Context: an optimization exercise on an open-source flow, tuned for small area, a short achievable clock period and few clock cycles per item. The choices shown serve that exercise and are no tape-out recipe.
The RTL was checked by simulation tests, not by an equivalence proof against the original design.

## design/flow/design.v

```verilog
module Milestone1 (
		input logic Clock,
		input logic Resetn,
		input logic Start,
		output logic Stop,
		output logic   [17:0]   SRAM_address,
		output logic   [15:0]   SRAM_write_data,
		output logic            SRAM_we_n,
		input  logic   [15:0]   SRAM_read_data
);
logic        running;       
logic        vrow;          
logic [4:0]  ph;            
logic [6:0]  c;             
logic [14:0] w;             
logic [2:0]  rdp;           
logic [17:0] rgb;           
logic        lastrow;       
logic        a_rd, a_wr, a_isy, a_isv, a_yb;    
logic [1:0]  a_k;
logic        k_odd, k_sh, k_ldu, k_ldv, k_ldo;
logic [5:0]  k_src;         
logic [2:0]  k_wsel;        
wire c79     = (c == 7'd79);
wire wrap    = ((ph == 5'd9) & ~c79) | (ph == 5'd16);
wire last_wr = running & lastrow & c79 & (ph == 5'd10);
wire [4:0] phN  = wrap ? 5'd0 : ph + 5'd1;
wire [6:0] cN   = wrap ? (c79 ? 7'd0 : c + 7'd1) : c;
wire       vrN  = (wrap & c79) ? 1'b0 : vrow;
logic        d_rd, d_wr, d_isy, d_isv, d_yb, d_odd, d_sh, d_ldu, d_ldv, d_ldo;
logic [1:0]  d_k;
logic [5:0]  d_src;
logic [2:0]  d_wsel;
always_comb begin
	logic real_r, le76, le77, le78, e77, e78, e79, upre, vpre, dupn;
	real_r = ~vrN;
	le76 = (cN <= 7'd76); le77 = (cN <= 7'd77); le78 = (cN <= 7'd78);
	e77 = (cN == 7'd77); e78 = (cN == 7'd78); e79 = (cN == 7'd79);
	upre = (real_r & le77) | (e78 & ~lastrow);
	vpre = (real_r & le76) | (e77 & ~lastrow);
	dupn = ~le77;
	d_rd = 1'b0; d_wr = 1'b0; d_isy = 1'b0; d_isv = 1'b0; d_yb = 1'b0; d_k = 2'd0;
	d_odd = 1'b0; d_sh = 1'b0; d_ldu = 1'b0; d_ldv = 1'b0; d_ldo = 1'b0; d_src = 6'd0; d_wsel = 3'd0;
	case (phN)
		5'd0: begin d_rd = upre; d_k = 2'd2; end
		5'd1: begin d_rd = real_r; d_isy = 1'b1; d_yb = 1'b1; end
		5'd2, 5'd3, 5'd4, 5'd7, 5'd8, 5'd9: d_wr = real_r;
		5'd5: begin d_rd = vpre; d_isv = 1'b1; d_k = 2'd3; end
		5'd6: begin
			if (e79) begin d_rd = ~lastrow; d_isv = 1'b1; d_k = 2'd2; end
			else begin d_rd = real_r & le78; d_isy = 1'b1; d_k = 2'd1; end
		end
		5'd10: begin d_rd = ~lastrow; d_k = 2'd2; end
		5'd11: begin d_rd = ~lastrow; d_isv = 1'b1; d_k = 2'd3; end
		5'd13: begin d_rd = ~lastrow; d_isy = 1'b1; d_k = 2'd1; end
		default: ;
	endcase
	d_odd = (phN == 5'd1) | (phN == 5'd6);
	d_ldo = (phN == 5'd1) | (phN == 5'd2) | (phN == 5'd6) | (phN == 5'd7);
	d_wsel[0] = (phN == 5'd2) | (phN == 5'd7);
	d_wsel[1] = (phN == 5'd3) | (phN == 5'd8);
	d_wsel[2] = (phN == 5'd4) | (phN == 5'd9);
	if (e79 & (phN >= 5'd5)) begin
		d_sh = 1'b1;
		case (phN)
			5'd5, 5'd13: d_src = 6'b000001;
			5'd11, 5'd15: d_src = 6'b000010;
			5'd6: d_src = 6'b000100;
			5'd12, 5'd16: d_src = 6'b001000;
			5'd14: d_src = 6'b010000;
			default: d_src = 6'b100000;
		endcase
	end else begin
		case (phN)
			5'd3: begin d_sh = 1'b1; d_src = dupn ? 6'b100000 : 6'b000001; end
			5'd4: begin d_sh = 1'b1; d_src = dupn ? 6'b100000 : 6'b010000; end
			5'd8: begin d_sh = 1'b1; d_src = dupn ? 6'b100000 : 6'b000010; end
			5'd9: begin d_sh = 1'b1; d_src = dupn ? 6'b100000 : 6'b001000; end
			default: ;
		endcase
	end
	d_ldu = ((phN == 5'd4) & upre) | (e79 & (phN == 5'd14));
	d_ldv = ((phN == 5'd9) & vpre) | (e79 & ((phN == 5'd12) | (phN == 5'd15)));
end
wire [14:0] wk   = w + {13'd0, a_k};
wire [17:0] a_uv = (a_isv ? 18'd57600 : 18'd38400) + {3'd0, wk};
wire [17:0] a_ad = a_isy ? {2'd0, wk, a_yb} : a_uv;
wire go = running & ~last_wr;
always_ff @(posedge Clock or negedge Resetn) begin
	if (~Resetn) begin
		running <= 1'b0; vrow <= 1'b1; ph <= 5'd4; c <= 7'd77; w <= 15'h7ffd;
		rdp <= 3'd0; rgb <= 18'd146944; lastrow <= 1'b0;
		SRAM_address <= 18'd0; SRAM_we_n <= 1'b1; Stop <= 1'b0;
		a_rd <= 1'b0; a_wr <= 1'b0; a_isy <= 1'b0; a_isv <= 1'b0; a_yb <= 1'b0; a_k <= 2'd0;
		k_odd <= 1'b0; k_sh <= 1'b0; k_ldu <= 1'b0; k_ldv <= 1'b0; k_ldo <= 1'b0;
		k_src <= 6'd0; k_wsel <= 3'd0;
	end else begin
		if (Start) running <= 1'b1;
		lastrow <= ~vrow & (w >= 15'd19120);
		Stop <= running & lastrow & c79 & (ph == 5'd9);
		if (running) begin
			ph <= phN; c <= cN; vrow <= vrN;
			if (wrap) w <= w + 15'd1;
		end
		if (last_wr) begin
			running <= 1'b0; vrow <= 1'b1; ph <= 5'd4; c <= 7'd77; w <= 15'h7ffd;
		end
		a_rd <= go & d_rd; a_wr <= go & d_wr; a_isy <= d_isy; a_isv <= d_isv; a_yb <= d_yb; a_k <= d_k;
		k_odd <= d_odd; k_sh <= go & d_sh; k_ldu <= go & d_ldu; k_ldv <= go & d_ldv; k_ldo <= go & d_ldo;
		k_src <= d_src; k_wsel <= d_wsel;
		rdp <= {rdp[1:0], a_rd};
		SRAM_we_n <= ~a_wr;
		if (a_wr) begin
			SRAM_address <= rgb; rgb <= rgb + 18'd1;
		end else if (a_rd) begin
			SRAM_address <= a_ad;
		end
		if (~running) rgb <= 18'd146944;
	end
end
logic [15:0] D;                  
logic [7:0]  pu_hi, pu_lo, pv_hi, pv_lo;
logic [7:0]  ch [0:10];          
logic [18:0] fa, fb;             
logic [9:0]  vhold;              
logic [22:0] yt;                 
logic [8:0]  cu, cv;             
logic [10:0] cu3, cv3;           
logic        nu, nv;
logic [23:0] o;                  
logic [7:0]  b0;
always_ff @(posedge Clock) begin
	if (rdp[2]) D <= SRAM_read_data;
end
logic [7:0] chin;
always_comb begin
	chin = ({8{k_src[0]}} & pv_hi) | ({8{k_src[1]}} & pv_lo) | ({8{k_src[2]}} & pu_hi)
	     | ({8{k_src[3]}} & pu_lo) | ({8{k_src[4]}} & D[15:8]) | ({8{k_src[5]}} & ch[1]);
end
integer i;
always_ff @(posedge Clock) begin
	if (k_sh) begin
		ch[0] <= chin;
		for (i = 1; i <= 10; i = i + 1) ch[i] <= ch[i-1];
	end
	if (k_ldu) begin pu_hi <= D[15:8]; pu_lo <= D[7:0]; end
	if (k_ldv) begin pv_hi <= D[15:8]; pv_lo <= D[7:0]; end
end
wire [8:0] fA = {1'b0, ch[10]} + {1'b0, ch[0]};
wire [8:0] fB = {1'b0, ch[8]} + {1'b0, ch[2]};
wire [8:0] fC = {1'b0, ch[6]} + {1'b0, ch[4]} + 9'd1;
wire fl_1 = fA[5] ^ fA[3] ^ fA[1];
wire fl_2 = (fA[5] & fA[3]) | (fA[5] & fA[1]) | (fA[3] & fA[1]);
wire fl_3 = fA[6] ^ fA[4] ^ fA[2];
wire fl_4 = (fA[6] & fA[4]) | (fA[6] & fA[2]) | (fA[4] & fA[2]);
wire fl_5 = ~fB[0] ^ fB[3];
wire fl_6 = ~fB[0] & fB[3];
wire fl_7 = fA[7] ^ fA[5] ^ fA[3];
wire fl_8 = (fA[7] & fA[5]) | (fA[7] & fA[3]) | (fA[5] & fA[3]);
wire fl_9 = ~fB[1] ^ fB[4] ^ fB[5];
wire fl_10 = (~fB[1] & fB[4]) | (~fB[1] & fB[5]) | (fB[4] & fB[5]);
wire fl_11 = fC[0] ^ fC[2];
wire fl_12 = fC[0] & fC[2];
wire fl_13 = fA[8] ^ fA[6] ^ fA[4];
wire fl_14 = (fA[8] & fA[6]) | (fA[8] & fA[4]) | (fA[6] & fA[4]);
wire fl_15 = ~fB[2] ^ fB[5] ^ fB[6];
wire fl_16 = (~fB[2] & fB[5]) | (~fB[2] & fB[6]) | (fB[5] & fB[6]);
wire fl_17 = fC[1] ^ fC[3] ^ ~fC[8];
wire fl_18 = (fC[1] & fC[3]) | (fC[1] & ~fC[8]) | (fC[3] & ~fC[8]);
wire fl_19 = fA[7] ^ fA[5] ^ ~fB[3];
wire fl_20 = (fA[7] & fA[5]) | (fA[7] & ~fB[3]) | (fA[5] & ~fB[3]);
wire fl_21 = fB[6] ^ fB[7] ^ fC[2];
wire fl_22 = (fB[6] & fB[7]) | (fB[6] & fC[2]) | (fB[7] & fC[2]);
wire fl_23 = fC[4] ^ 1'b1;
wire fl_24 = fC[4] & 1'b1;
wire fl_25 = fA[8] ^ fA[6] ^ ~fB[4];
wire fl_26 = (fA[8] & fA[6]) | (fA[8] & ~fB[4]) | (fA[6] & ~fB[4]);
wire fl_27 = fB[7] ^ fB[8] ^ fC[3];
wire fl_28 = (fB[7] & fB[8]) | (fB[7] & fC[3]) | (fB[8] & fC[3]);
wire fl_29 = fC[5] ^ 1'b1;
wire fl_30 = fC[5] & 1'b1;
wire fl_31 = fA[7] ^ ~fB[5] ^ fB[8];
wire fl_32 = (fA[7] & ~fB[5]) | (fA[7] & fB[8]) | (~fB[5] & fB[8]);
wire fl_33 = fC[4] ^ fC[6];
wire fl_34 = fC[4] & fC[6];
wire fl_35 = fA[8] ^ ~fB[6];
wire fl_36 = fA[8] & ~fB[6];
wire fl_37 = fA[3] ^ fA[1];
wire fl_38 = fA[3] & fA[1];
wire fl_39 = fA[4] ^ fA[2] ^ fA[0];
wire fl_40 = (fA[4] & fA[2]) | (fA[4] & fA[0]) | (fA[2] & fA[0]);
wire fl_41 = fB[1] ^ fB[2];
wire fl_42 = fB[1] & fB[2];
wire fl_43 = fl_1 ^ fB[2] ^ fB[3];
wire fl_44 = (fl_1 & fB[2]) | (fl_1 & fB[3]) | (fB[2] & fB[3]);
wire fl_45 = fC[0] ^ ~fC[5] ^ 1'b1;
wire fl_46 = (fC[0] & ~fC[5]) | (fC[0] & 1'b1) | (~fC[5] & 1'b1);
wire fl_47 = fl_2 ^ fl_3 ^ fl_5;
wire fl_48 = (fl_2 & fl_3) | (fl_2 & fl_5) | (fl_3 & fl_5);
wire fl_49 = fB[4] ^ fC[1] ^ ~fC[6];
wire fl_50 = (fB[4] & fC[1]) | (fB[4] & ~fC[6]) | (fC[1] & ~fC[6]);
wire fl_51 = fl_4 ^ fl_6 ^ fl_7;
wire fl_52 = (fl_4 & fl_6) | (fl_4 & fl_7) | (fl_6 & fl_7);
wire fl_53 = fl_9 ^ fl_11 ^ ~fC[7];
wire fl_54 = (fl_9 & fl_11) | (fl_9 & ~fC[7]) | (fl_11 & ~fC[7]);
wire fl_55 = fl_8 ^ fl_10 ^ fl_12;
wire fl_56 = (fl_8 & fl_10) | (fl_8 & fl_12) | (fl_10 & fl_12);
wire fl_57 = fl_13 ^ fl_15 ^ fl_17;
wire fl_58 = (fl_13 & fl_15) | (fl_13 & fl_17) | (fl_15 & fl_17);
wire fl_59 = fl_14 ^ fl_16 ^ fl_18;
wire fl_60 = (fl_14 & fl_16) | (fl_14 & fl_18) | (fl_16 & fl_18);
wire fl_61 = fl_19 ^ fl_21 ^ fl_23;
wire fl_62 = (fl_19 & fl_21) | (fl_19 & fl_23) | (fl_21 & fl_23);
wire fl_63 = fl_20 ^ fl_22 ^ fl_24;
wire fl_64 = (fl_20 & fl_22) | (fl_20 & fl_24) | (fl_22 & fl_24);
wire fl_65 = fl_25 ^ fl_27 ^ fl_29;
wire fl_66 = (fl_25 & fl_27) | (fl_25 & fl_29) | (fl_27 & fl_29);
wire fl_67 = fl_26 ^ fl_28 ^ fl_30;
wire fl_68 = (fl_26 & fl_28) | (fl_26 & fl_30) | (fl_28 & fl_30);
wire fl_69 = fl_31 ^ fl_33 ^ 1'b1;
wire fl_70 = (fl_31 & fl_33) | (fl_31 & 1'b1) | (fl_33 & 1'b1);
wire fl_71 = fl_32 ^ fl_34 ^ fl_35;
wire fl_72 = (fl_32 & fl_34) | (fl_32 & fl_35) | (fl_34 & fl_35);
wire fl_73 = fC[5] ^ fC[7] ^ 1'b1;
wire fl_74 = (fC[5] & fC[7]) | (fC[5] & 1'b1) | (fC[7] & 1'b1);
wire fl_75 = fl_36 ^ ~fB[7] ^ fC[6];
wire fl_76 = (fl_36 & ~fB[7]) | (fl_36 & fC[6]) | (~fB[7] & fC[6]);
wire fl_77 = fC[8] ^ 1'b1;
wire fl_78 = fC[8] & 1'b1;
wire fl_79 = ~fB[8] ^ fC[7];
wire fl_80 = ~fB[8] & fC[7];
wire fl_81 = fA[2] ^ fA[0];
wire fl_82 = fA[2] & fA[0];
wire fl_83 = fl_37 ^ fB[0] ^ fB[1];
wire fl_84 = (fl_37 & fB[0]) | (fl_37 & fB[1]) | (fB[0] & fB[1]);
wire fl_85 = fl_38 ^ fl_39 ^ fl_41;
wire fl_86 = (fl_38 & fl_39) | (fl_38 & fl_41) | (fl_39 & fl_41);
wire fl_87 = fl_40 ^ fl_42 ^ fl_43;
wire fl_88 = (fl_40 & fl_42) | (fl_40 & fl_43) | (fl_42 & fl_43);
wire fl_89 = fl_44 ^ fl_46 ^ fl_47;
wire fl_90 = (fl_44 & fl_46) | (fl_44 & fl_47) | (fl_46 & fl_47);
wire fl_91 = fl_48 ^ fl_50 ^ fl_51;
wire fl_92 = (fl_48 & fl_50) | (fl_48 & fl_51) | (fl_50 & fl_51);
wire fl_93 = fl_52 ^ fl_54 ^ fl_55;
wire fl_94 = (fl_52 & fl_54) | (fl_52 & fl_55) | (fl_54 & fl_55);
wire fl_95 = fl_56 ^ fl_58 ^ fl_59;
wire fl_96 = (fl_56 & fl_58) | (fl_56 & fl_59) | (fl_58 & fl_59);
wire fl_97 = fl_60 ^ fl_62 ^ fl_63;
wire fl_98 = (fl_60 & fl_62) | (fl_60 & fl_63) | (fl_62 & fl_63);
wire fl_99 = fl_64 ^ fl_66 ^ fl_67;
wire fl_100 = (fl_64 & fl_66) | (fl_64 & fl_67) | (fl_66 & fl_67);
wire fl_101 = fl_68 ^ fl_70 ^ fl_71;
wire fl_102 = (fl_68 & fl_70) | (fl_68 & fl_71) | (fl_70 & fl_71);
wire fl_103 = fl_72 ^ fl_74 ^ fl_75;
wire fl_104 = (fl_72 & fl_74) | (fl_72 & fl_75) | (fl_74 & fl_75);
wire fl_105 = fl_76 ^ fl_78 ^ fl_79;
wire fl_106 = (fl_76 & fl_78) | (fl_76 & fl_79) | (fl_78 & fl_79);
wire fl_107 = fA[1] ^ ~fC[1];
wire fl_108 = fA[1] & ~fC[1];
wire fl_109 = fl_81 ^ fB[0] ^ ~fC[2];
wire fl_110 = (fl_81 & fB[0]) | (fl_81 & ~fC[2]) | (fB[0] & ~fC[2]);
wire fl_111 = fl_82 ^ fl_83 ^ ~fC[3];
wire fl_112 = (fl_82 & fl_83) | (fl_82 & ~fC[3]) | (fl_83 & ~fC[3]);
wire fl_113 = fl_84 ^ fl_85 ^ ~fC[4];
wire fl_114 = (fl_84 & fl_85) | (fl_84 & ~fC[4]) | (fl_85 & ~fC[4]);
wire fl_115 = fl_86 ^ fl_87 ^ fl_45;
wire fl_116 = (fl_86 & fl_87) | (fl_86 & fl_45) | (fl_87 & fl_45);
wire fl_117 = fl_88 ^ fl_89 ^ fl_49;
wire fl_118 = (fl_88 & fl_89) | (fl_88 & fl_49) | (fl_89 & fl_49);
wire fl_119 = fl_90 ^ fl_91 ^ fl_53;
wire fl_120 = (fl_90 & fl_91) | (fl_90 & fl_53) | (fl_91 & fl_53);
wire fl_121 = fl_92 ^ fl_93 ^ fl_57;
wire fl_122 = (fl_92 & fl_93) | (fl_92 & fl_57) | (fl_93 & fl_57);
wire fl_123 = fl_94 ^ fl_95 ^ fl_61;
wire fl_124 = (fl_94 & fl_95) | (fl_94 & fl_61) | (fl_95 & fl_61);
wire fl_125 = fl_96 ^ fl_97 ^ fl_65;
wire fl_126 = (fl_96 & fl_97) | (fl_96 & fl_65) | (fl_97 & fl_65);
wire fl_127 = fl_98 ^ fl_99 ^ fl_69;
wire fl_128 = (fl_98 & fl_99) | (fl_98 & fl_69) | (fl_99 & fl_69);
wire fl_129 = fl_100 ^ fl_101 ^ fl_73;
wire fl_130 = (fl_100 & fl_101) | (fl_100 & fl_73) | (fl_101 & fl_73);
wire fl_131 = fl_102 ^ fl_103 ^ fl_77;
wire fl_132 = (fl_102 & fl_103) | (fl_102 & fl_77) | (fl_103 & fl_77);
wire fl_133 = fl_104 ^ fl_105 ^ 1'b1;
wire fl_134 = (fl_104 & fl_105) | (fl_104 & 1'b1) | (fl_105 & 1'b1);
wire fl_135 = fl_106 ^ fl_80 ^ fC[8];
wire fl_136 = (fl_106 & fl_80) | (fl_106 & fC[8]) | (fl_80 & fC[8]);
wire [18:0] fl_a = {1'b1, 1'b1, fl_136, fl_134, fl_132, fl_130, fl_128, fl_126, fl_124, fl_122, fl_120, fl_118, fl_116, fl_114, fl_112, fl_110, fl_108, fl_107, fA[0]};
wire [18:0] fl_b = {1'b0, 1'b0, 1'b1, fl_135, fl_133, fl_131, fl_129, fl_127, fl_125, fl_123, fl_121, fl_119, fl_117, fl_115, fl_113, fl_111, fl_109, 1'b1, ~fC[0]};
always_ff @(posedge Clock) begin
	fa <= fl_a; fb <= fl_b;
end
wire [18:0] fs = fa + fb;
wire [9:0]  fout = {fs[18], fs[16:8]};
wire [10:0] f3 = {2'd0, fs[16:8]} + {1'b0, fs[16:8], 1'b0};
wire [7:0]  eu = ch[6], ev = ch[7];
wire [10:0] eu3 = {3'd0, eu} + {2'd0, eu, 1'b0};
wire [10:0] ev3 = {3'd0, ev} + {2'd0, ev, 1'b0};
wire [10:0] vh3 = {2'd0, vhold[8:0]} + {1'b0, vhold[8:0], 1'b0};
wire [7:0] Yv = k_odd ? D[7:0] : D[15:8];
wire ym_1 = Yv[7] ^ Yv[5];
wire ym_2 = Yv[7] & Yv[5];
wire ym_3 = Yv[6] ^ Yv[4];
wire ym_4 = Yv[6] & Yv[4];
wire ym_5 = Yv[7] ^ Yv[5];
wire ym_6 = Yv[7] & Yv[5];
wire ym_7 = Yv[2] ^ Yv[0];
wire ym_8 = Yv[2] & Yv[0];
wire ym_9 = Yv[3] ^ Yv[1];
wire ym_10 = Yv[3] & Yv[1];
wire ym_11 = Yv[4] ^ Yv[2] ^ Yv[0];
wire ym_12 = (Yv[4] & Yv[2]) | (Yv[4] & Yv[0]) | (Yv[2] & Yv[0]);
wire ym_13 = Yv[5] ^ Yv[3] ^ Yv[1];
wire ym_14 = (Yv[5] & Yv[3]) | (Yv[5] & Yv[1]) | (Yv[3] & Yv[1]);
wire ym_15 = Yv[6] ^ Yv[4] ^ Yv[2];
wire ym_16 = (Yv[6] & Yv[4]) | (Yv[6] & Yv[2]) | (Yv[4] & Yv[2]);
wire ym_17 = ym_1 ^ Yv[3] ^ Yv[0];
wire ym_18 = (ym_1 & Yv[3]) | (ym_1 & Yv[0]) | (Yv[3] & Yv[0]);
wire ym_19 = ym_2 ^ ym_3 ^ Yv[1];
wire ym_20 = (ym_2 & ym_3) | (ym_2 & Yv[1]) | (ym_3 & Yv[1]);
wire ym_21 = ym_4 ^ ym_5 ^ Yv[2];
wire ym_22 = (ym_4 & ym_5) | (ym_4 & Yv[2]) | (ym_5 & Yv[2]);
wire ym_23 = ym_6 ^ Yv[6] ^ Yv[3];
wire ym_24 = (ym_6 & Yv[6]) | (ym_6 & Yv[3]) | (Yv[6] & Yv[3]);
wire ym_25 = Yv[7] ^ Yv[4];
wire ym_26 = Yv[7] & Yv[4];
wire [22:0] ym_a = {1'b0, Yv[7], Yv[6], ym_26, ym_24, ym_22, ym_20, ym_18, ym_16, ym_14, ym_12, ym_10, ym_8, ym_7, Yv[1], ~Yv[7], ~Yv[6], ~Yv[5], ~Yv[4], ~Yv[3], ~Yv[2], ~Yv[1], ~Yv[0]};
wire [22:0] ym_b = {1'b0, 1'b0, 1'b0, Yv[5], ym_25, ym_23, ym_21, ym_19, ym_17, ym_15, ym_13, ym_11, ym_9, 1'b1, 1'b1, Yv[0], 1'b0, 1'b0, 1'b0, 1'b0, 1'b0, 1'b0, 1'b1};
wire [22:0] ytn = ym_a + ym_b;
always_ff @(posedge Clock) begin
	vhold <= fout;
	yt <= ytn;
	if (k_odd) begin
		cu <= fout[8:0]; cu3 <= f3; nu <= fout[9];
		cv <= vhold[8:0]; cv3 <= vh3; nv <= vhold[9];
	end else begin
		cu <= {1'b0, eu}; cu3 <= eu3; nu <= 1'b0;
		cv <= {1'b0, ev}; cv3 <= ev3; nv <= 1'b0;
	end
end
function automatic [7:0] clip(input logic [27:0] x);
	clip = x[27] ? 8'd0 : (|x[26:24]) ? 8'd255 : x[23:16];
endfunction
wire clr_1 = yt[5] ^ cv3[7];
wire clr_2 = yt[5] & cv3[7];
wire clr_3 = yt[6] ^ cv3[8];
wire clr_4 = yt[6] & cv3[8];
wire clr_5 = yt[7] ^ cv3[9] ^ cv[2];
wire clr_6 = (yt[7] & cv3[9]) | (yt[7] & cv[2]) | (cv3[9] & cv[2]);
wire clr_7 = yt[8] ^ cv3[10] ^ cv[3];
wire clr_8 = (yt[8] & cv3[10]) | (yt[8] & cv[3]) | (cv3[10] & cv[3]);
wire clr_9 = yt[9] ^ cv3[0];
wire clr_10 = yt[9] & cv3[0];
wire clr_11 = yt[10] ^ cv3[1];
wire clr_12 = yt[10] & cv3[1];
wire clr_13 = yt[4] ^ cv3[6];
wire clr_14 = yt[4] & cv3[6];
wire clr_15 = clr_1 ^ cv[0] ^ cv[3];
wire clr_16 = (clr_1 & cv[0]) | (clr_1 & cv[3]) | (cv[0] & cv[3]);
wire clr_17 = clr_2 ^ clr_3 ^ cv[1];
wire clr_18 = (clr_2 & clr_3) | (clr_2 & cv[1]) | (clr_3 & cv[1]);
wire clr_19 = clr_4 ^ clr_5 ^ cv[5];
wire clr_20 = (clr_4 & clr_5) | (clr_4 & cv[5]) | (clr_5 & cv[5]);
wire clr_21 = clr_6 ^ clr_7 ^ cv[6];
wire clr_22 = (clr_6 & clr_7) | (clr_6 & cv[6]) | (clr_7 & cv[6]);
wire clr_23 = clr_8 ^ clr_9 ^ cv[4];
wire clr_24 = (clr_8 & clr_9) | (clr_8 & cv[4]) | (clr_9 & cv[4]);
wire clr_25 = clr_10 ^ clr_11 ^ cv[5];
wire clr_26 = (clr_10 & clr_11) | (clr_10 & cv[5]) | (clr_11 & cv[5]);
wire clr_27 = clr_12 ^ yt[11] ^ cv3[2];
wire clr_28 = (clr_12 & yt[11]) | (clr_12 & cv3[2]) | (yt[11] & cv3[2]);
wire clr_29 = yt[12] ^ cv3[3];
wire clr_30 = yt[12] & cv3[3];
wire clr_31 = yt[13] ^ cv3[0] ^ cv3[4];
wire clr_32 = (yt[13] & cv3[0]) | (yt[13] & cv3[4]) | (cv3[0] & cv3[4]);
wire clr_33 = yt[14] ^ cv3[1] ^ cv3[5];
wire clr_34 = (yt[14] & cv3[1]) | (yt[14] & cv3[5]) | (cv3[1] & cv3[5]);
wire clr_35 = yt[15] ^ cv3[2];
wire clr_36 = yt[15] & cv3[2];
wire clr_37 = yt[16] ^ cv3[3];
wire clr_38 = yt[16] & cv3[3];
wire clr_39 = yt[17] ^ cv3[4];
wire clr_40 = yt[17] & cv3[4];
wire clr_41 = yt[18] ^ cv3[5];
wire clr_42 = yt[18] & cv3[5];
wire clr_43 = yt[19] ^ cv3[6] ^ cv3[10];
wire clr_44 = (yt[19] & cv3[6]) | (yt[19] & cv3[10]) | (cv3[6] & cv3[10]);
wire clr_45 = yt[2] ^ cv3[4];
wire clr_46 = yt[2] & cv3[4];
wire clr_47 = yt[3] ^ cv3[5] ^ cv[1];
wire clr_48 = (yt[3] & cv3[5]) | (yt[3] & cv[1]) | (cv3[5] & cv[1]);
wire clr_49 = clr_13 ^ cv[2] ^ 1'b1;
wire clr_50 = (clr_13 & cv[2]) | (clr_13 & 1'b1) | (cv[2] & 1'b1);
wire clr_51 = clr_14 ^ clr_15 ^ 1'b1;
wire clr_52 = (clr_14 & clr_15) | (clr_14 & 1'b1) | (clr_15 & 1'b1);
wire clr_53 = clr_16 ^ clr_17 ^ cv[4];
wire clr_54 = (clr_16 & clr_17) | (clr_16 & cv[4]) | (clr_17 & cv[4]);
wire clr_55 = clr_18 ^ clr_19 ^ 1'b1;
wire clr_56 = (clr_18 & clr_19) | (clr_18 & 1'b1) | (clr_19 & 1'b1);
wire clr_57 = clr_20 ^ clr_21 ^ 1'b1;
wire clr_58 = (clr_20 & clr_21) | (clr_20 & 1'b1) | (clr_21 & 1'b1);
wire clr_59 = clr_22 ^ clr_23 ^ cv[7];
wire clr_60 = (clr_22 & clr_23) | (clr_22 & cv[7]) | (clr_23 & cv[7]);
wire clr_61 = clr_24 ^ clr_25 ^ cv[8];
wire clr_62 = (clr_24 & clr_25) | (clr_24 & cv[8]) | (clr_25 & cv[8]);
wire clr_63 = clr_26 ^ clr_27 ^ cv[6];
wire clr_64 = (clr_26 & clr_27) | (clr_26 & cv[6]) | (clr_27 & cv[6]);
wire clr_65 = clr_28 ^ clr_29 ^ cv[7];
wire clr_66 = (clr_28 & clr_29) | (clr_28 & cv[7]) | (clr_29 & cv[7]);
wire clr_67 = clr_30 ^ clr_31 ^ cv[8];
wire clr_68 = (clr_30 & clr_31) | (clr_30 & cv[8]) | (clr_31 & cv[8]);
wire clr_69 = clr_32 ^ clr_33 ^ 1'b1;
wire clr_70 = (clr_32 & clr_33) | (clr_32 & 1'b1) | (clr_33 & 1'b1);
wire clr_71 = clr_34 ^ clr_35 ^ cv3[6];
wire clr_72 = (clr_34 & clr_35) | (clr_34 & cv3[6]) | (clr_35 & cv3[6]);
wire clr_73 = clr_36 ^ clr_37 ^ cv3[7];
wire clr_74 = (clr_36 & clr_37) | (clr_36 & cv3[7]) | (clr_37 & cv3[7]);
wire clr_75 = clr_38 ^ clr_39 ^ cv3[8];
wire clr_76 = (clr_38 & clr_39) | (clr_38 & cv3[8]) | (clr_39 & cv3[8]);
wire clr_77 = clr_40 ^ clr_41 ^ cv3[9];
wire clr_78 = (clr_40 & clr_41) | (clr_40 & cv3[9]) | (clr_41 & cv3[9]);
wire clr_79 = clr_42 ^ clr_43 ^ 1'b1;
wire clr_80 = (clr_42 & clr_43) | (clr_42 & 1'b1) | (clr_43 & 1'b1);
wire clr_81 = clr_44 ^ yt[20] ^ cv3[7];
wire clr_82 = (clr_44 & yt[20]) | (clr_44 & cv3[7]) | (yt[20] & cv3[7]);
wire clr_83 = yt[21] ^ cv3[8];
wire clr_84 = yt[21] & cv3[8];
wire clr_85 = yt[22] ^ cv3[9] ^ 1'b1;
wire clr_86 = (yt[22] & cv3[9]) | (yt[22] & 1'b1) | (cv3[9] & 1'b1);
wire clr_87 = cv3[10] ^ 1'b1;
wire clr_88 = cv3[10] & 1'b1;
wire [27:0] clr_a = {1'b1, clr_88, clr_86, clr_84, clr_82, clr_80, clr_78, clr_76, clr_74, clr_72, clr_70, clr_68, clr_66, clr_64, clr_62, clr_60, clr_58, clr_56, clr_54, clr_52, clr_50, clr_48, clr_46, clr_45, yt[1], yt[0], cv3[1], cv3[0]};
wire [27:0] clr_b = {1'b0, 1'b1, clr_87, clr_85, clr_83, clr_81, clr_79, clr_77, clr_75, clr_73, clr_71, clr_69, clr_67, clr_65, clr_63, clr_61, clr_59, clr_57, clr_55, clr_53, clr_51, clr_49, clr_47, cv[0], cv3[3], cv3[2], 1'b0, 1'b0};
wire [27:0] Rs = clr_a + clr_b;
wire clg_1 = yt[3] ^ ~cu3[2];
wire clg_2 = yt[3] & ~cu3[2];
wire clg_3 = yt[4] ^ ~cu3[3] ^ ~cv[1];
wire clg_4 = (yt[4] & ~cu3[3]) | (yt[4] & ~cv[1]) | (~cu3[3] & ~cv[1]);
wire clg_5 = yt[5] ^ ~cu3[4] ^ ~cv[2];
wire clg_6 = (yt[5] & ~cu3[4]) | (yt[5] & ~cv[2]) | (~cu3[4] & ~cv[2]);
wire clg_7 = yt[6] ^ ~cu3[5];
wire clg_8 = yt[6] & ~cu3[5];
wire clg_9 = yt[7] ^ ~cu3[6];
wire clg_10 = yt[7] & ~cu3[6];
wire clg_11 = yt[8] ^ ~cu3[7] ^ ~cu[0];
wire clg_12 = (yt[8] & ~cu3[7]) | (yt[8] & ~cu[0]) | (~cu3[7] & ~cu[0]);
wire clg_13 = yt[9] ^ ~cu3[8] ^ ~cu[1];
wire clg_14 = (yt[9] & ~cu3[8]) | (yt[9] & ~cu[1]) | (~cu3[8] & ~cu[1]);
wire clg_15 = yt[10] ^ ~cu3[9] ^ ~cu[2];
wire clg_16 = (yt[10] & ~cu3[9]) | (yt[10] & ~cu[2]) | (~cu3[9] & ~cu[2]);
wire clg_17 = ~cv[0] ^ ~cv[7];
wire clg_18 = ~cv[0] & ~cv[7];
wire clg_19 = yt[11] ^ ~cu3[0] ^ ~cu3[10];
wire clg_20 = (yt[11] & ~cu3[0]) | (yt[11] & ~cu3[10]) | (~cu3[0] & ~cu3[10]);
wire clg_21 = ~cu[3] ^ ~cv[1] ^ ~cv[8];
wire clg_22 = (~cu[3] & ~cv[1]) | (~cu[3] & ~cv[8]) | (~cv[1] & ~cv[8]);
wire clg_23 = yt[12] ^ ~cu3[1] ^ ~cu[4];
wire clg_24 = (yt[12] & ~cu3[1]) | (yt[12] & ~cu[4]) | (~cu3[1] & ~cu[4]);
wire clg_25 = ~cv3[0] ^ ~cv[2] ^ 1'b1;
wire clg_26 = (~cv3[0] & ~cv[2]) | (~cv3[0] & 1'b1) | (~cv[2] & 1'b1);
wire clg_27 = yt[13] ^ ~cu3[2] ^ ~cu[5];
wire clg_28 = (yt[13] & ~cu3[2]) | (yt[13] & ~cu[5]) | (~cu3[2] & ~cu[5]);
wire clg_29 = ~cv3[1] ^ ~cv[3];
wire clg_30 = ~cv3[1] & ~cv[3];
wire clg_31 = yt[14] ^ ~cu3[3] ^ ~cu[6];
wire clg_32 = (yt[14] & ~cu3[3]) | (yt[14] & ~cu[6]) | (~cu3[3] & ~cu[6]);
wire clg_33 = ~cv3[2] ^ ~cv[4] ^ 1'b1;
wire clg_34 = (~cv3[2] & ~cv[4]) | (~cv3[2] & 1'b1) | (~cv[4] & 1'b1);
wire clg_35 = yt[15] ^ ~cu3[4] ^ ~cu[7];
wire clg_36 = (yt[15] & ~cu3[4]) | (yt[15] & ~cu[7]) | (~cu3[4] & ~cu[7]);
wire clg_37 = ~cv3[3] ^ ~cv[5] ^ 1'b1;
wire clg_38 = (~cv3[3] & ~cv[5]) | (~cv3[3] & 1'b1) | (~cv[5] & 1'b1);
wire clg_39 = yt[16] ^ ~cu3[5] ^ ~cu[8];
wire clg_40 = (yt[16] & ~cu3[5]) | (yt[16] & ~cu[8]) | (~cu3[5] & ~cu[8]);
wire clg_41 = ~cv3[4] ^ ~cv[6] ^ 1'b1;
wire clg_42 = (~cv3[4] & ~cv[6]) | (~cv3[4] & 1'b1) | (~cv[6] & 1'b1);
wire clg_43 = yt[17] ^ ~cu3[6] ^ ~cv3[5];
wire clg_44 = (yt[17] & ~cu3[6]) | (yt[17] & ~cv3[5]) | (~cu3[6] & ~cv3[5]);
wire clg_45 = ~cv[7] ^ 1'b1;
wire clg_46 = ~cv[7] & 1'b1;
wire clg_47 = yt[18] ^ ~cu3[7] ^ ~cv3[6];
wire clg_48 = (yt[18] & ~cu3[7]) | (yt[18] & ~cv3[6]) | (~cu3[7] & ~cv3[6]);
wire clg_49 = ~cv[8] ^ 1'b1;
wire clg_50 = ~cv[8] & 1'b1;
wire clg_51 = yt[19] ^ ~cu3[8];
wire clg_52 = yt[19] & ~cu3[8];
wire clg_53 = yt[20] ^ ~cu3[9];
wire clg_54 = yt[20] & ~cu3[9];
wire clg_55 = yt[1] ^ ~cu3[0];
wire clg_56 = yt[1] & ~cu3[0];
wire clg_57 = yt[2] ^ ~cu3[1];
wire clg_58 = yt[2] & ~cu3[1];
wire clg_59 = clg_1 ^ ~cv[0] ^ ~cv[5];
wire clg_60 = (clg_1 & ~cv[0]) | (clg_1 & ~cv[5]) | (~cv[0] & ~cv[5]);
wire clg_61 = clg_2 ^ clg_3 ^ ~cv[6];
wire clg_62 = (clg_2 & clg_3) | (clg_2 & ~cv[6]) | (clg_3 & ~cv[6]);
wire clg_63 = clg_4 ^ clg_5 ^ ~cv[7];
wire clg_64 = (clg_4 & clg_5) | (clg_4 & ~cv[7]) | (clg_5 & ~cv[7]);
wire clg_65 = clg_6 ^ clg_7 ^ ~cv[3];
wire clg_66 = (clg_6 & clg_7) | (clg_6 & ~cv[3]) | (clg_7 & ~cv[3]);
wire clg_67 = clg_8 ^ clg_9 ^ ~cv[4];
wire clg_68 = (clg_8 & clg_9) | (clg_8 & ~cv[4]) | (clg_9 & ~cv[4]);
wire clg_69 = clg_10 ^ clg_11 ^ ~cv[5];
wire clg_70 = (clg_10 & clg_11) | (clg_10 & ~cv[5]) | (clg_11 & ~cv[5]);
wire clg_71 = clg_12 ^ clg_13 ^ ~cv[6];
wire clg_72 = (clg_12 & clg_13) | (clg_12 & ~cv[6]) | (clg_13 & ~cv[6]);
wire clg_73 = clg_14 ^ clg_15 ^ clg_17;
wire clg_74 = (clg_14 & clg_15) | (clg_14 & clg_17) | (clg_15 & clg_17);
wire clg_75 = clg_16 ^ clg_18 ^ clg_19;
wire clg_76 = (clg_16 & clg_18) | (clg_16 & clg_19) | (clg_18 & clg_19);
wire clg_77 = clg_20 ^ clg_22 ^ clg_23;
wire clg_78 = (clg_20 & clg_22) | (clg_20 & clg_23) | (clg_22 & clg_23);
wire clg_79 = clg_24 ^ clg_26 ^ clg_27;
wire clg_80 = (clg_24 & clg_26) | (clg_24 & clg_27) | (clg_26 & clg_27);
wire clg_81 = clg_28 ^ clg_30 ^ clg_31;
wire clg_82 = (clg_28 & clg_30) | (clg_28 & clg_31) | (clg_30 & clg_31);
wire clg_83 = clg_32 ^ clg_34 ^ clg_35;
wire clg_84 = (clg_32 & clg_34) | (clg_32 & clg_35) | (clg_34 & clg_35);
wire clg_85 = clg_36 ^ clg_38 ^ clg_39;
wire clg_86 = (clg_36 & clg_38) | (clg_36 & clg_39) | (clg_38 & clg_39);
wire clg_87 = clg_40 ^ clg_42 ^ clg_43;
wire clg_88 = (clg_40 & clg_42) | (clg_40 & clg_43) | (clg_42 & clg_43);
wire clg_89 = clg_44 ^ clg_46 ^ clg_47;
wire clg_90 = (clg_44 & clg_46) | (clg_44 & clg_47) | (clg_46 & clg_47);
wire clg_91 = clg_48 ^ clg_50 ^ clg_51;
wire clg_92 = (clg_48 & clg_50) | (clg_48 & clg_51) | (clg_50 & clg_51);
wire clg_93 = clg_52 ^ clg_53 ^ ~cv3[8];
wire clg_94 = (clg_52 & clg_53) | (clg_52 & ~cv3[8]) | (clg_53 & ~cv3[8]);
wire clg_95 = clg_54 ^ yt[21] ^ ~cu3[10];
wire clg_96 = (clg_54 & yt[21]) | (clg_54 & ~cu3[10]) | (yt[21] & ~cu3[10]);
wire clg_97 = yt[22] ^ ~cv3[10];
wire clg_98 = yt[22] & ~cv3[10];
wire clg_99 = clg_55 ^ ~cv[3];
wire clg_100 = clg_55 & ~cv[3];
wire clg_101 = clg_56 ^ clg_57 ^ ~cv[4];
wire clg_102 = (clg_56 & clg_57) | (clg_56 & ~cv[4]) | (clg_57 & ~cv[4]);
wire clg_103 = clg_58 ^ clg_59 ^ 1'b1;
wire clg_104 = (clg_58 & clg_59) | (clg_58 & 1'b1) | (clg_59 & 1'b1);
wire clg_105 = clg_60 ^ clg_61 ^ 1'b1;
wire clg_106 = (clg_60 & clg_61) | (clg_60 & 1'b1) | (clg_61 & 1'b1);
wire clg_107 = clg_62 ^ clg_63 ^ 1'b1;
wire clg_108 = (clg_62 & clg_63) | (clg_62 & 1'b1) | (clg_63 & 1'b1);
wire clg_109 = clg_64 ^ clg_65 ^ ~cv[8];
wire clg_110 = (clg_64 & clg_65) | (clg_64 & ~cv[8]) | (clg_65 & ~cv[8]);
wire clg_111 = clg_66 ^ clg_67 ^ 1'b1;
wire clg_112 = (clg_66 & clg_67) | (clg_66 & 1'b1) | (clg_67 & 1'b1);
wire clg_113 = clg_68 ^ clg_69 ^ 1'b1;
wire clg_114 = (clg_68 & clg_69) | (clg_68 & 1'b1) | (clg_69 & 1'b1);
wire clg_115 = clg_70 ^ clg_71 ^ 1'b1;
wire clg_116 = (clg_70 & clg_71) | (clg_70 & 1'b1) | (clg_71 & 1'b1);
wire clg_117 = clg_72 ^ clg_73 ^ 1'b1;
wire clg_118 = (clg_72 & clg_73) | (clg_72 & 1'b1) | (clg_73 & 1'b1);
wire clg_119 = clg_74 ^ clg_75 ^ clg_21;
wire clg_120 = (clg_74 & clg_75) | (clg_74 & clg_21) | (clg_75 & clg_21);
wire clg_121 = clg_76 ^ clg_77 ^ clg_25;
wire clg_122 = (clg_76 & clg_77) | (clg_76 & clg_25) | (clg_77 & clg_25);
wire clg_123 = clg_78 ^ clg_79 ^ clg_29;
wire clg_124 = (clg_78 & clg_79) | (clg_78 & clg_29) | (clg_79 & clg_29);
wire clg_125 = clg_80 ^ clg_81 ^ clg_33;
wire clg_126 = (clg_80 & clg_81) | (clg_80 & clg_33) | (clg_81 & clg_33);
wire clg_127 = clg_82 ^ clg_83 ^ clg_37;
wire clg_128 = (clg_82 & clg_83) | (clg_82 & clg_37) | (clg_83 & clg_37);
wire clg_129 = clg_84 ^ clg_85 ^ clg_41;
wire clg_130 = (clg_84 & clg_85) | (clg_84 & clg_41) | (clg_85 & clg_41);
wire clg_131 = clg_86 ^ clg_87 ^ clg_45;
wire clg_132 = (clg_86 & clg_87) | (clg_86 & clg_45) | (clg_87 & clg_45);
wire clg_133 = clg_88 ^ clg_89 ^ clg_49;
wire clg_134 = (clg_88 & clg_89) | (clg_88 & clg_49) | (clg_89 & clg_49);
wire clg_135 = clg_90 ^ clg_91 ^ ~cv3[7];
wire clg_136 = (clg_90 & clg_91) | (clg_90 & ~cv3[7]) | (clg_91 & ~cv3[7]);
wire clg_137 = clg_92 ^ clg_93 ^ 1'b1;
wire clg_138 = (clg_92 & clg_93) | (clg_92 & 1'b1) | (clg_93 & 1'b1);
wire clg_139 = clg_94 ^ clg_95 ^ ~cv3[9];
wire clg_140 = (clg_94 & clg_95) | (clg_94 & ~cv3[9]) | (clg_95 & ~cv3[9]);
wire clg_141 = clg_96 ^ clg_97 ^ 1'b1;
wire clg_142 = (clg_96 & clg_97) | (clg_96 & 1'b1) | (clg_97 & 1'b1);
wire [27:0] clg_a = {1'b1, 1'b1, clg_142, clg_140, clg_138, clg_136, clg_134, clg_132, clg_130, clg_128, clg_126, clg_124, clg_122, clg_120, clg_118, clg_116, clg_114, clg_112, clg_110, clg_108, clg_106, clg_104, clg_102, clg_100, clg_99, yt[0], ~cv[1], ~cv[0]};
wire [27:0] clg_b = {1'b0, 1'b0, clg_98, clg_141, clg_139, clg_137, clg_135, clg_133, clg_131, clg_129, clg_127, clg_125, clg_123, clg_121, clg_119, clg_117, clg_115, clg_113, clg_111, clg_109, clg_107, clg_105, clg_103, clg_101, 1'b1, ~cv[2], 1'b0, 1'b1};
wire [27:0] Gs = clg_a + clg_b;
wire clb_1 = yt[5] ^ cu[0];
wire clb_2 = yt[5] & cu[0];
wire clb_3 = yt[6] ^ cu[1];
wire clb_4 = yt[6] & cu[1];
wire clb_5 = yt[7] ^ cu[2] ^ cu3[6];
wire clb_6 = (yt[7] & cu[2]) | (yt[7] & cu3[6]) | (cu[2] & cu3[6]);
wire clb_7 = yt[8] ^ cu[0] ^ cu[3];
wire clb_8 = (yt[8] & cu[0]) | (yt[8] & cu[3]) | (cu[0] & cu[3]);
wire clb_9 = yt[9] ^ cu[1];
wire clb_10 = yt[9] & cu[1];
wire clb_11 = yt[10] ^ cu[2];
wire clb_12 = yt[10] & cu[2];
wire clb_13 = yt[11] ^ cu[3];
wire clb_14 = yt[11] & cu[3];
wire clb_15 = yt[4] ^ cu3[3];
wire clb_16 = yt[4] & cu3[3];
wire clb_17 = clb_1 ^ cu3[4] ^ cu3[7];
wire clb_18 = (clb_1 & cu3[4]) | (clb_1 & cu3[7]) | (cu3[4] & cu3[7]);
wire clb_19 = clb_2 ^ clb_3 ^ cu3[5];
wire clb_20 = (clb_2 & clb_3) | (clb_2 & cu3[5]) | (clb_3 & cu3[5]);
wire clb_21 = clb_4 ^ clb_5 ^ cu3[9];
wire clb_22 = (clb_4 & clb_5) | (clb_4 & cu3[9]) | (clb_5 & cu3[9]);
wire clb_23 = clb_6 ^ clb_7 ^ cu3[7];
wire clb_24 = (clb_6 & clb_7) | (clb_6 & cu3[7]) | (clb_7 & cu3[7]);
wire clb_25 = clb_8 ^ clb_9 ^ cu[4];
wire clb_26 = (clb_8 & clb_9) | (clb_8 & cu[4]) | (clb_9 & cu[4]);
wire clb_27 = clb_10 ^ clb_11 ^ cu[5];
wire clb_28 = (clb_10 & clb_11) | (clb_10 & cu[5]) | (clb_11 & cu[5]);
wire clb_29 = clb_12 ^ clb_13 ^ cu[6];
wire clb_30 = (clb_12 & clb_13) | (clb_12 & cu[6]) | (clb_13 & cu[6]);
wire clb_31 = clb_14 ^ yt[12] ^ cu[4];
wire clb_32 = (clb_14 & yt[12]) | (clb_14 & cu[4]) | (yt[12] & cu[4]);
wire clb_33 = yt[13] ^ cu[5];
wire clb_34 = yt[13] & cu[5];
wire clb_35 = yt[14] ^ cu[6];
wire clb_36 = yt[14] & cu[6];
wire clb_37 = yt[15] ^ cu[0] ^ cu[7];
wire clb_38 = (yt[15] & cu[0]) | (yt[15] & cu[7]) | (cu[0] & cu[7]);
wire clb_39 = yt[16] ^ cu[1];
wire clb_40 = yt[16] & cu[1];
wire clb_41 = yt[17] ^ cu[2];
wire clb_42 = yt[17] & cu[2];
wire clb_43 = yt[1] ^ cu3[0];
wire clb_44 = yt[1] & cu3[0];
wire clb_45 = yt[2] ^ cu3[1] ^ cu3[4];
wire clb_46 = (yt[2] & cu3[1]) | (yt[2] & cu3[4]) | (cu3[1] & cu3[4]);
wire clb_47 = yt[3] ^ cu3[2] ^ cu3[5];
wire clb_48 = (yt[3] & cu3[2]) | (yt[3] & cu3[5]) | (cu3[2] & cu3[5]);
wire clb_49 = clb_15 ^ cu3[6] ^ 1'b1;
wire clb_50 = (clb_15 & cu3[6]) | (clb_15 & 1'b1) | (cu3[6] & 1'b1);
wire clb_51 = clb_16 ^ clb_17 ^ 1'b1;
wire clb_52 = (clb_16 & clb_17) | (clb_16 & 1'b1) | (clb_17 & 1'b1);
wire clb_53 = clb_18 ^ clb_19 ^ cu3[8];
wire clb_54 = (clb_18 & clb_19) | (clb_18 & cu3[8]) | (clb_19 & cu3[8]);
wire clb_55 = clb_20 ^ clb_21 ^ 1'b1;
wire clb_56 = (clb_20 & clb_21) | (clb_20 & 1'b1) | (clb_21 & 1'b1);
wire clb_57 = clb_22 ^ clb_23 ^ cu3[10];
wire clb_58 = (clb_22 & clb_23) | (clb_22 & cu3[10]) | (clb_23 & cu3[10]);
wire clb_59 = clb_24 ^ clb_25 ^ cu3[8];
wire clb_60 = (clb_24 & clb_25) | (clb_24 & cu3[8]) | (clb_25 & cu3[8]);
wire clb_61 = clb_26 ^ clb_27 ^ cu3[9];
wire clb_62 = (clb_26 & clb_27) | (clb_26 & cu3[9]) | (clb_27 & cu3[9]);
wire clb_63 = clb_28 ^ clb_29 ^ cu3[10];
wire clb_64 = (clb_28 & clb_29) | (clb_28 & cu3[10]) | (clb_29 & cu3[10]);
wire clb_65 = clb_30 ^ clb_31 ^ cu[7];
wire clb_66 = (clb_30 & clb_31) | (clb_30 & cu[7]) | (clb_31 & cu[7]);
wire clb_67 = clb_32 ^ clb_33 ^ cu[8];
wire clb_68 = (clb_32 & clb_33) | (clb_32 & cu[8]) | (clb_33 & cu[8]);
wire clb_69 = clb_34 ^ clb_35 ^ 1'b1;
wire clb_70 = (clb_34 & clb_35) | (clb_34 & 1'b1) | (clb_35 & 1'b1);
wire clb_71 = clb_36 ^ clb_37 ^ 1'b1;
wire clb_72 = (clb_36 & clb_37) | (clb_36 & 1'b1) | (clb_37 & 1'b1);
wire clb_73 = clb_38 ^ clb_39 ^ cu[8];
wire clb_74 = (clb_38 & clb_39) | (clb_38 & cu[8]) | (clb_39 & cu[8]);
wire clb_75 = clb_40 ^ clb_41 ^ 1'b1;
wire clb_76 = (clb_40 & clb_41) | (clb_40 & 1'b1) | (clb_41 & 1'b1);
wire clb_77 = clb_42 ^ yt[18] ^ cu[3];
wire clb_78 = (clb_42 & yt[18]) | (clb_42 & cu[3]) | (yt[18] & cu[3]);
wire clb_79 = yt[19] ^ cu[4] ^ 1'b1;
wire clb_80 = (yt[19] & cu[4]) | (yt[19] & 1'b1) | (cu[4] & 1'b1);
wire clb_81 = yt[20] ^ cu[5] ^ 1'b1;
wire clb_82 = (yt[20] & cu[5]) | (yt[20] & 1'b1) | (cu[5] & 1'b1);
wire clb_83 = yt[21] ^ cu[6] ^ 1'b1;
wire clb_84 = (yt[21] & cu[6]) | (yt[21] & 1'b1) | (cu[6] & 1'b1);
wire clb_85 = yt[22] ^ cu[7];
wire clb_86 = yt[22] & cu[7];
wire clb_87 = cu[8] ^ 1'b1;
wire clb_88 = cu[8] & 1'b1;
wire [27:0] clb_a = {1'b1, clb_88, clb_86, clb_84, clb_82, clb_80, clb_78, clb_76, clb_74, clb_72, clb_70, clb_68, clb_66, clb_64, clb_62, clb_60, clb_58, clb_56, clb_54, clb_52, clb_50, clb_48, clb_46, clb_44, clb_43, yt[0], cu3[1], cu3[0]};
wire [27:0] clb_b = {1'b0, 1'b1, clb_87, clb_85, clb_83, clb_81, clb_79, clb_77, clb_75, clb_73, clb_71, clb_69, clb_67, clb_65, clb_63, clb_61, clb_59, clb_57, clb_55, clb_53, clb_51, clb_49, clb_47, clb_45, cu3[3], cu3[2], 1'b0, 1'b0};
wire [27:0] Bs = clb_a + clb_b;
wire [7:0] R8 = nv ? 8'd0 : clip(Rs);
wire [7:0] G8 = (nu | nv) ? 8'd0 : clip(Gs);
wire [7:0] B8 = nu ? 8'd0 : clip(Bs);
always_ff @(posedge Clock) begin
	if (k_ldo) o <= {R8, G8, B8};
	b0 <= o[7:0];
	SRAM_write_data <= ({16{k_wsel[0]}} & o[23:8]) | ({16{k_wsel[1]}} & {b0, o[23:16]})
	                 | ({16{k_wsel[2]}} & o[15:0]);
end
endmodule
```

## design/flow/flow/run.sh

```bash
#!/bin/bash
set -euo pipefail
export SETUP_SLACK_MARGIN=9.3
export BUFFER_PORTS_ARGS="-buffer_cell sky130_fd_sc_hd__buf_4"
bash standard.sh > standard.log 2>&1
```

## design/flow/standard.sh

```bash
#!/bin/bash
# synth_recipe.tcl (not shown) runs the flow's synth.tcl, then flattens the netlist and writes it again
# the make line also repeats each setting of config.mk as NAME=value (left out here)
make -C /OpenROAD-flow-scripts/flow DESIGN_CONFIG=/design/flow/config.mk WORK_HOME=/design/flow/orfs CLKGATE_MAP_FILE= SYNTH_SCRIPT=/design/flow/synth_recipe.tcl "${@:-finish}"
```

## design/flow/config.mk

```make
export PLATFORM = sky130hd
export DESIGN_NAME = Milestone1
export DESIGN_NICKNAME = Milestone1
export VERILOG_FILES = /design/flow/design.v
export SDC_FILE = /design/flow/constraint.sdc
export NUM_CORES = 4
export LEC_CHECK = 0
export CAP_MARGIN = 20
export CORE_MARGIN = 2
export CORE_UTILIZATION = 30
export PLACE_DENSITY = 0.5
export SLEW_MARGIN = 20
```

## design/flow/constraint.sdc

```tcl
create_clock -name core_clock -period 13.0 [get_ports {Clock}]
set_input_delay 2.6000 -clock core_clock [delete_from_list [all_inputs] [get_ports {Clock}]]
set_output_delay 2.6000 -clock core_clock [all_outputs]
set_load 0.01 [all_outputs]
```

==> run summary, run 1 <==
For this configuration, the core starts out at a cell density of 30.2%. The number of I/O pins came out at 55. The critical path arrival came out at 4.59 ns. The detailed placement HPWL is 47.5 mm. The share of the Yosys chip area taken by registers is 39.5%.

The commonest register cell after synthesis is sky130_fd_sc_hd__edfxtp_1. Across every metal layer, demand over resource in global routing totals 14.7%. The final-report max-slew violation count was 0. The die height is 290 microns. The post-route standard cell area excluding fillers is 29,200 sq um.

The maximum buffer depth of the clock tree came out at 3. STA classifies the critical path endpoint as a flop. The post-synthesis cell count came out at 2,296. Of the post-synthesis cell area, the dominant cell type holds 19.5%. The synthesized netlist contains 83 unique library cells. The worst min-delay path class is reg2reg. The time the final worst path needs with I/O delays and setup is 4.26 ns. The number of global-route vias before repair is 17.6k. The post-route antenna net violation count is 0. The total core area is 81,600 sq um.

Max-cap violations in this run came to 0. The number of warnings issued by yosys came out at 2. In this run the tool buffered the top-level ports with 54 buffer cells.

The number of enable flip-flop cells after synthesis came out at 160. Setup repair after global routing could not meet its margin everywhere. The violation count after the first detailed-route iteration is 884. The worst-path maximum fanout is 8. The total overflow left after global routing is 0. Clock tree synthesis selected as its root buffer the cell sky130_fd_sc_hd__clkbuf_16.

In the final layout, the share of cells above drive strength 1 is 19.6%. The critical path is of the reg2reg type. The launch instance of the worst register-to-register path is yt[15]$_DFF_P_. The worst stage delay on the critical path is 0.54 ns. The count of endpoints failing hold in the final timing report is 0. The maximum frequency from static timing analysis is 235 MHz. The required time of the critical path came out at 13.33 ns. After detailed routing, the average wire length per cell comes to 17.5 microns. The share of synthesized flip-flops with an asynchronous set or reset came out at 24.1%. The area growth from synthesis to layout is 18.8%. The run finished with no timing, DRC or antenna violations. The cell with the biggest individual delay on the critical path is sky130_fd_sc_hd__fa_1. The count of state elements after synthesis came out at 381. Using the TritonRoute via totals, the vias-per-cell ratio works out to 4.73.

Sorting the synthesized cells by area gives the leading types as sky130_fd_sc_hd__edfxtp_1, sky130_fd_sc_hd__ha_1, sky130_fd_sc_hd__fa_1. The library cells used most frequently in the layout, excluding fill and tap cells, are sky130_fd_sc_hd__inv_1, sky130_fd_sc_hd__ha_1, sky130_fd_sc_hd__edfxtp_1. The final wirelength came out at 61.7 mm.

The count of buffer and inverter cells on the critical path came out at 3. Averaged over all synthesized cells, the footprint is 10.7 sq um. From left edge to right edge, the die measures 290 microns. The signal on the critical path passes through inv_1 > fa_1 > inv_1 > fa_1 > fa_1 > ha_1 > or2_2 > nand2b_1 > o22ai_2 > nor3_2 > or4_4 > o211ai_1 > a2111oi_4 > buf_4 > o21a_1. The residual DRC count came out at 0. Synthesis produced a netlist with a net count of 2,743. The clock drives 381 sinks. 0 antenna diodes ended up in the layout. The worst pin sits at a relative slew slack of 40.6%. The most critical setup path has its startpoint at yt[15]$_DFF_P_. The TritonCTS buffer count came out at 45. The cell area after synthesis is 24,600 sq um. The most numerous cell type found on the critical path is sky130_fd_sc_hd__fa_1. The leading cell type in the layout, fill and taps excluded is sky130_fd_sc_hd__inv_1.

The level count of the clock H-tree is 2. The floorplan row count is 105. The post-route clock skew came out at 0.0358 ns. The number of detailed-routing iterations run before antenna repair came out at 9. The number of antenna violations at the first check in global routing came to 4. Of all cell types, the one taking the most synthesized area is sky130_fd_sc_hd__edfxtp_1. The largest net degree at the start of global routing came out at 85. Summing all placed instances gives a cell area of 26,500 sq um. The routability-driven placement congestion ratio is 0.873. The final-layout setup total negative slack is 0 ns. The measured slew at the worst slew-check pin came out at 0.890 ns. The startpoint identified for the worst hold timing path is rdp[0]$_DFF_PN0_. The first global-routing pass estimated 98.3 mm of wire.

Setup violations remaining at the end of the flow were counted as 0. The TritonCTS clock tree is done. In this design, the largest share of critical-path delay is due to adder cells. The worst setup path is launched from a flop. The via count of the routed design came out at 16.7k. The insertion delay of the later-clocked pin in the worst-skew pair is 0.59 ns. Clock-pin slew was measured on the worst setup and hold paths at 0.06 ns. The final net count is 2,865. In the finished design, the share of the clock period the worst path needs comes to 32.8%. The total die area is 84,300 sq um.
## cells by family (layout without fill, tap and decap cells)
group	after synthesis	count (layout)	synth area share, %
flip-flops	381	381	39.5
AO/OA/AOI/OAI	455	455	12.2
buffers and inverters	446	604	6.89
AND/OR/NAND/NOR	416	416	8.37
adder cells (fa/ha/maj)	428	428	26.6
XOR/XNOR	132	132	4.76
multiplexers	38	38	1.64
## cell type report
cell class	instances	area [sq um]
Inverter	397	1500
Clock inverter	23	293
Tap cell	1070	1340
Fill cell	7963	52300
Timing Repair Buffer	124	1050
Multi-Input combinational cell	1469	14000
Sequential cell	381	9790
Clock buffer	60	1260
## repair_timing
| action | in CTS | in global routing |
|---|---|---|
| cloned | 0 | 0 |
| endpoints found under the hold margin | 0 | 0 |
| pin swaps | 61 | 71 |
| gates resized for setup | 142 | 76 |
| setup endpoints to repair | 75 | 81 |
| hold buffers | 0 | 0 |
| buffers inserted | 44 | 16 |
## final timing paths
| check | slack, ns | cells after the start | to |
|---|---|---|---|
| max | 8.74 | 15 | o[10]$_SDFFCE_PP0P_ |
| min | 0.35 | 0 | rdp[1]$_DFF_PN0_ |
| max reg2reg | 8.74 | 15 | o[10]$_SDFFCE_PP0P_ |
| min reg2reg | 0.35 | 0 | rdp[1]$_DFF_PN0_ |
| max in group asynchronous | 9.84 | 2 | k_odd$_DFF_PN0_ |
| min in group asynchronous | 1.93 | 1 | SRAM_address[12]$_DFFE_PN0P_ |
## cells in the mapped netlist (4+ instances only)
cell type / count
sky130_fd_sc_hd__inv_1: 397
sky130_fd_sc_hd__ha_1: 269
sky130_fd_sc_hd__edfxtp_1: 160
sky130_fd_sc_hd__fa_1: 159
sky130_fd_sc_hd__a21oi_1: 132
sky130_fd_sc_hd__dfxtp_1: 129
sky130_fd_sc_hd__nand2_1: 120
sky130_fd_sc_hd__nor2_1: 107
sky130_fd_sc_hd__o21ai_0: 81
sky130_fd_sc_hd__xnor2_1: 80
sky130_fd_sc_hd__dfrtp_1: 65
sky130_fd_sc_hd__xor2_1: 51
sky130_fd_sc_hd__a21o_1: 50
sky130_fd_sc_hd__nand3_1: 43
sky130_fd_sc_hd__clkbuf_1: 32
sky130_fd_sc_hd__o21a_1: 29
sky130_fd_sc_hd__dfstp_2: 27
sky130_fd_sc_hd__a22oi_1: 26
sky130_fd_sc_hd__nor3_1: 26
sky130_fd_sc_hd__o21bai_1: 24
sky130_fd_sc_hd__nor2b_1: 23
sky130_fd_sc_hd__mux2i_1: 20
sky130_fd_sc_hd__mux2_2: 18
sky130_fd_sc_hd__nand4_1: 18
sky130_fd_sc_hd__a211oi_1: 17
sky130_fd_sc_hd__a222oi_1: 16
sky130_fd_sc_hd__nand2b_1: 13
sky130_fd_sc_hd__or3_1: 13
sky130_fd_sc_hd__and3_1: 11
sky130_fd_sc_hd__and2_1: 8
sky130_fd_sc_hd__buf_2: 8
sky130_fd_sc_hd__o211ai_1: 8
sky130_fd_sc_hd__a31oi_1: 7
sky130_fd_sc_hd__buf_1: 7
sky130_fd_sc_hd__o21ai_1: 7
sky130_fd_sc_hd__nor3b_1: 6
sky130_fd_sc_hd__a22o_1: 5
sky130_fd_sc_hd__a32oi_1: 5
sky130_fd_sc_hd__and4_1: 5
sky130_fd_sc_hd__nor4_1: 4
sky130_fd_sc_hd__o31ai_1: 4
## state kept, by name, indices dropped and copies added, names as in the netlist, 9 cells and up
signal / count
D: 16
SRAM_address: 18
SRAM_write_data: 16
ch: 88
cu: 9
cu3: 10
cv: 9
cv3: 10
fa: 17
fb: 15
o: 24
rgb: 18
vhold: 10
w: 15
yt: 23
## layer usage
metal	vias up	wire, microns	track usage [%]
li1	8042	-	-
met2	320	29400	24.7
met5	-	0	0
met3	94	2220	1.98
met1	8197	28500	19.7
met4	0	1500	4.09
## metrics by stage
stage | hold slack [ns] | util (%) | std cells | setup WS (ns)
2_1_floorplan | 0.331 | - | 2296 | 8.99
5_1_grt | 0.357 | 35.8 | 3524 | 8.63
3_3_place_gp | 0.340 | 32.4 | 3380 | 8.56
6_report | 0.351 | 35.8 | 3524 | 8.74
4_1_cts | 0.351 | 35.3 | 3507 | 8.73
3_5_place_dp | 0.339 | 32.4 | 3380 | 8.47
Testbench counts, summed over its fixed seeds: cycles 774,832, frames 4.
==> inputs of run 2 (changes only) <==
==> design/flow/run.sh (new file) <==
#!/bin/bash
# synth_recipe.tcl (not shown) runs the flow's synth.tcl, then flattens the netlist and writes it again
# the make line also repeats each setting of config.mk as NAME=value (left out here)
make -C /OpenROAD-flow-scripts/flow DESIGN_CONFIG=/design/flow/config.mk WORK_HOME=/design/flow/orfs CLKGATE_MAP_FILE= SYNTH_SCRIPT=/design/flow/synth_recipe.tcl finish
removed: design/flow/flow/run.sh
removed: design/flow/standard.sh
==> run summary, run 2 <==
The final-report setup violation count is 0 (unchanged). The number of warnings issued by yosys is 2 (unchanged). The violation count after the first detailed-route iteration came out at 1,154 (+31%). The share of synthesized flip-flops with an asynchronous set or reset is 24.1% (unchanged). The initial core utilization came out at 30.2% (unchanged). The number of antenna violations at the first check in global routing came out at 0 (-4).

The antenna diode instance count was 0 (unchanged). The insertion delay of the later-clocked pin in the worst-skew pair came out at 0.60 ns (about the same). The worst min-delay path class is reg2reg. The cell area after synthesis came out at 24,600 sq um (unchanged).

The kind of launch point of the worst setup path is a flop. The overall fraction of global-route tracks in use came out at 14.3% (-0.34 points). Ranked by flip-flop count, first place goes to ch. The maximum buffer depth of the clock tree is 3 (unchanged). The detailed placement HPWL came out at 46.8 mm (-1.4%).

The layout overhead on the synthesized area is 12.9%. The commonest register cell after synthesis is sky130_fd_sc_hd__edfxtp_1. The final wirelength is 59.4 mm (-3.8%). The level count of the clock H-tree was 2 (unchanged). In the final layout, the registers with the most flip-flops are ch (88), o (24), yt (23).

The share of post-route cells with drive strength above 1 came out at 6.02% (-14 points). The number of detailed-routing iterations run before antenna repair came out at 5 (-4). The maximum frequency from static timing analysis came out at 197 MHz (-16%). By area the synthesized netlist is led by sky130_fd_sc_hd__edfxtp_1, sky130_fd_sc_hd__ha_1, sky130_fd_sc_hd__fa_1. The TritonCTS clock tree is done. The total core area is 81,600 sq um (unchanged). The net count of the mapped netlist is 2,743 (unchanged). The required time of the critical path came out at 13.44 ns (+0.11 ns). CTS placed an instance of sky130_fd_sc_hd__clkbuf_16 at the clock tree root.

The final net count is 2,802 (-2.2%). The via count of the routed design came to 16.3k (-2.0%). The detailed-route wire length per cell is 17.1 microns (-2.0%). The die boundary width came out at 290 microns (unchanged). The post-route antenna net violation count is 0 (unchanged).

The slack of the critical path came out at 7.92 ns (-0.815 ns). The number of hold buffers added after CTS is 0 (unchanged). The run finished with no timing, DRC or antenna violations. In the synthesized netlist, the cells that appear most often are sky130_fd_sc_hd__inv_1, sky130_fd_sc_hd__ha_1, sky130_fd_sc_hd__edfxtp_1, sky130_fd_sc_hd__fa_1, sky130_fd_sc_hd__a21oi_1. The total placed instance area is 26,300 sq um (-0.42%). The measured slew at the worst slew-check pin came out at 1.05 ns (+0.157 ns). The largest net degree at the start of global routing came out at 84 (-1.2%).

The clock-pin slew on the worst setup and hold paths is 0.06 ns (about the same). The buffer count from post-CTS setup fixing is 0 (-100%). The worst-path maximum fanout came out at 8 (unchanged).

The count of unique library cells instantiated by Yosys came out at 83 (unchanged). The number of maximum-capacitance constraint violations is 0 (unchanged). The count of state elements after synthesis came out at 381 (unchanged).
[run 2: metal layers]
metal / part of all wire [%] / up-vias / global-route usage [%]
met5: 0 / - / 0
met4: 2.5 / 0 / 4.05
met3: 4.0 / 89 / 2.18
met2: 46 / 299 / 23.5
met1: 48 / 8003 / 19.6
li1: - / 7935 / -
[run 2: final cells by class]
| class | count | area (sq um) |
|---|---|---|
| multi-input cells | 1469 | 13200 |
| clock inverters | 25 | 219 |
| repair buffers | 62 | 598 |
| flip-flops and latches | 381 | 9730 |
| clock buffers | 57 | 1210 |
| fillers | 8113 | 53800 |
| inverters | 397 | 1490 |
| well taps | 1070 | 1340 |
[run 2: through the flow]
| step | instances | util (%) |
|---|---|---|
| after floorplan | 2296 | - |
| after global placement | 3379 | 32.3 |
| after detailed placement | 3379 | 32.3 |
| after CTS | 3461 | 34.0 |
| after global routing | 3461 | 34.0 |
| final | 3461 | 34.0 |
[run 2: path summary, 6_finish.rpt]
path / start / end / slack, ns / cells past startpoint
min in group asynchronous: Resetn / rgb[8]$_DFFE_PN0P_ / 1.95 / 1
max in group asynchronous: Resetn / k_sh$_DFF_PN0_ / 9.87 / 2
max reg2reg: cv[1]$_DFF_P_ / o[13]$_SDFFCE_PP0P_ / 7.92 / 14
min: rdp[0]$_DFF_PN0_ / rdp[1]$_DFF_PN0_ / 0.35 / 0
max: cv[1]$_DFF_P_ / o[13]$_SDFFCE_PP0P_ / 7.92 / 14
min reg2reg: rdp[0]$_DFF_PN0_ / rdp[1]$_DFF_PN0_ / 0.35 / 0
[run 2: kinds of logic after synthesis]
kind of cell / after synthesis / share of synthesized area [%]
AOI/OAI and AO/OA: 455 / 12.2
xor gates and xnor gates: 132 / 4.76
adders and majority gates: 428 / 26.6
buffers and inverters: 446 / 6.89
DFF: 381 / 39.5
muxes: 38 / 1.64
and+or+nand+nor: 416 / 8.37
[run 2: worst max-delay path, stage by stage (launching register included)]
cell	delay, ns
sky130_fd_sc_hd__dfxtp_1	0.50
sky130_fd_sc_hd__inv_1	0.11
sky130_fd_sc_hd__fa_1	0.42
sky130_fd_sc_hd__fa_1	0.44
sky130_fd_sc_hd__fa_1	0.50
sky130_fd_sc_hd__ha_1	0.33
sky130_fd_sc_hd__a21o_1	0.19
sky130_fd_sc_hd__a21o_1	0.17
sky130_fd_sc_hd__a221o_1	0.41
sky130_fd_sc_hd__nor4_2	0.30
sky130_fd_sc_hd__nor3_1	0.15
sky130_fd_sc_hd__or4_1	0.51
sky130_fd_sc_hd__o21ai_1	0.12
sky130_fd_sc_hd__mux2i_1	0.56
sky130_fd_sc_hd__o21a_1	0.23

==> port drivers added, routing unchanged <==
Ports are ideal in the flow. The routed layouts listed here were re-timed in OpenROAD.
Step 1, drivers: a clkbuf_16 drives Clock and a buf_2 each remaining input, both assumed.
Step 2 adds t to the input delays and takes it off the output delays; t is the mean of the earliest and latest rising clock arrival at the registers after step 1. Input paths then give back, and output paths get back, about the clock's delay inside the block.
Three values: ideal, step 1, step 2; two values: the first two.
run	t, ns	setup slack, ns	worst setup path after step 2	clock arrival spread, ns
run 1	0.641	8.739 / 8.739 / 8.739	register to register	0.036 / 0.037
run 2	0.641	7.923 / 7.923 / 7.923	register to register	0.035 / 0.035
After both steps setup and hold are still met in every run listed.
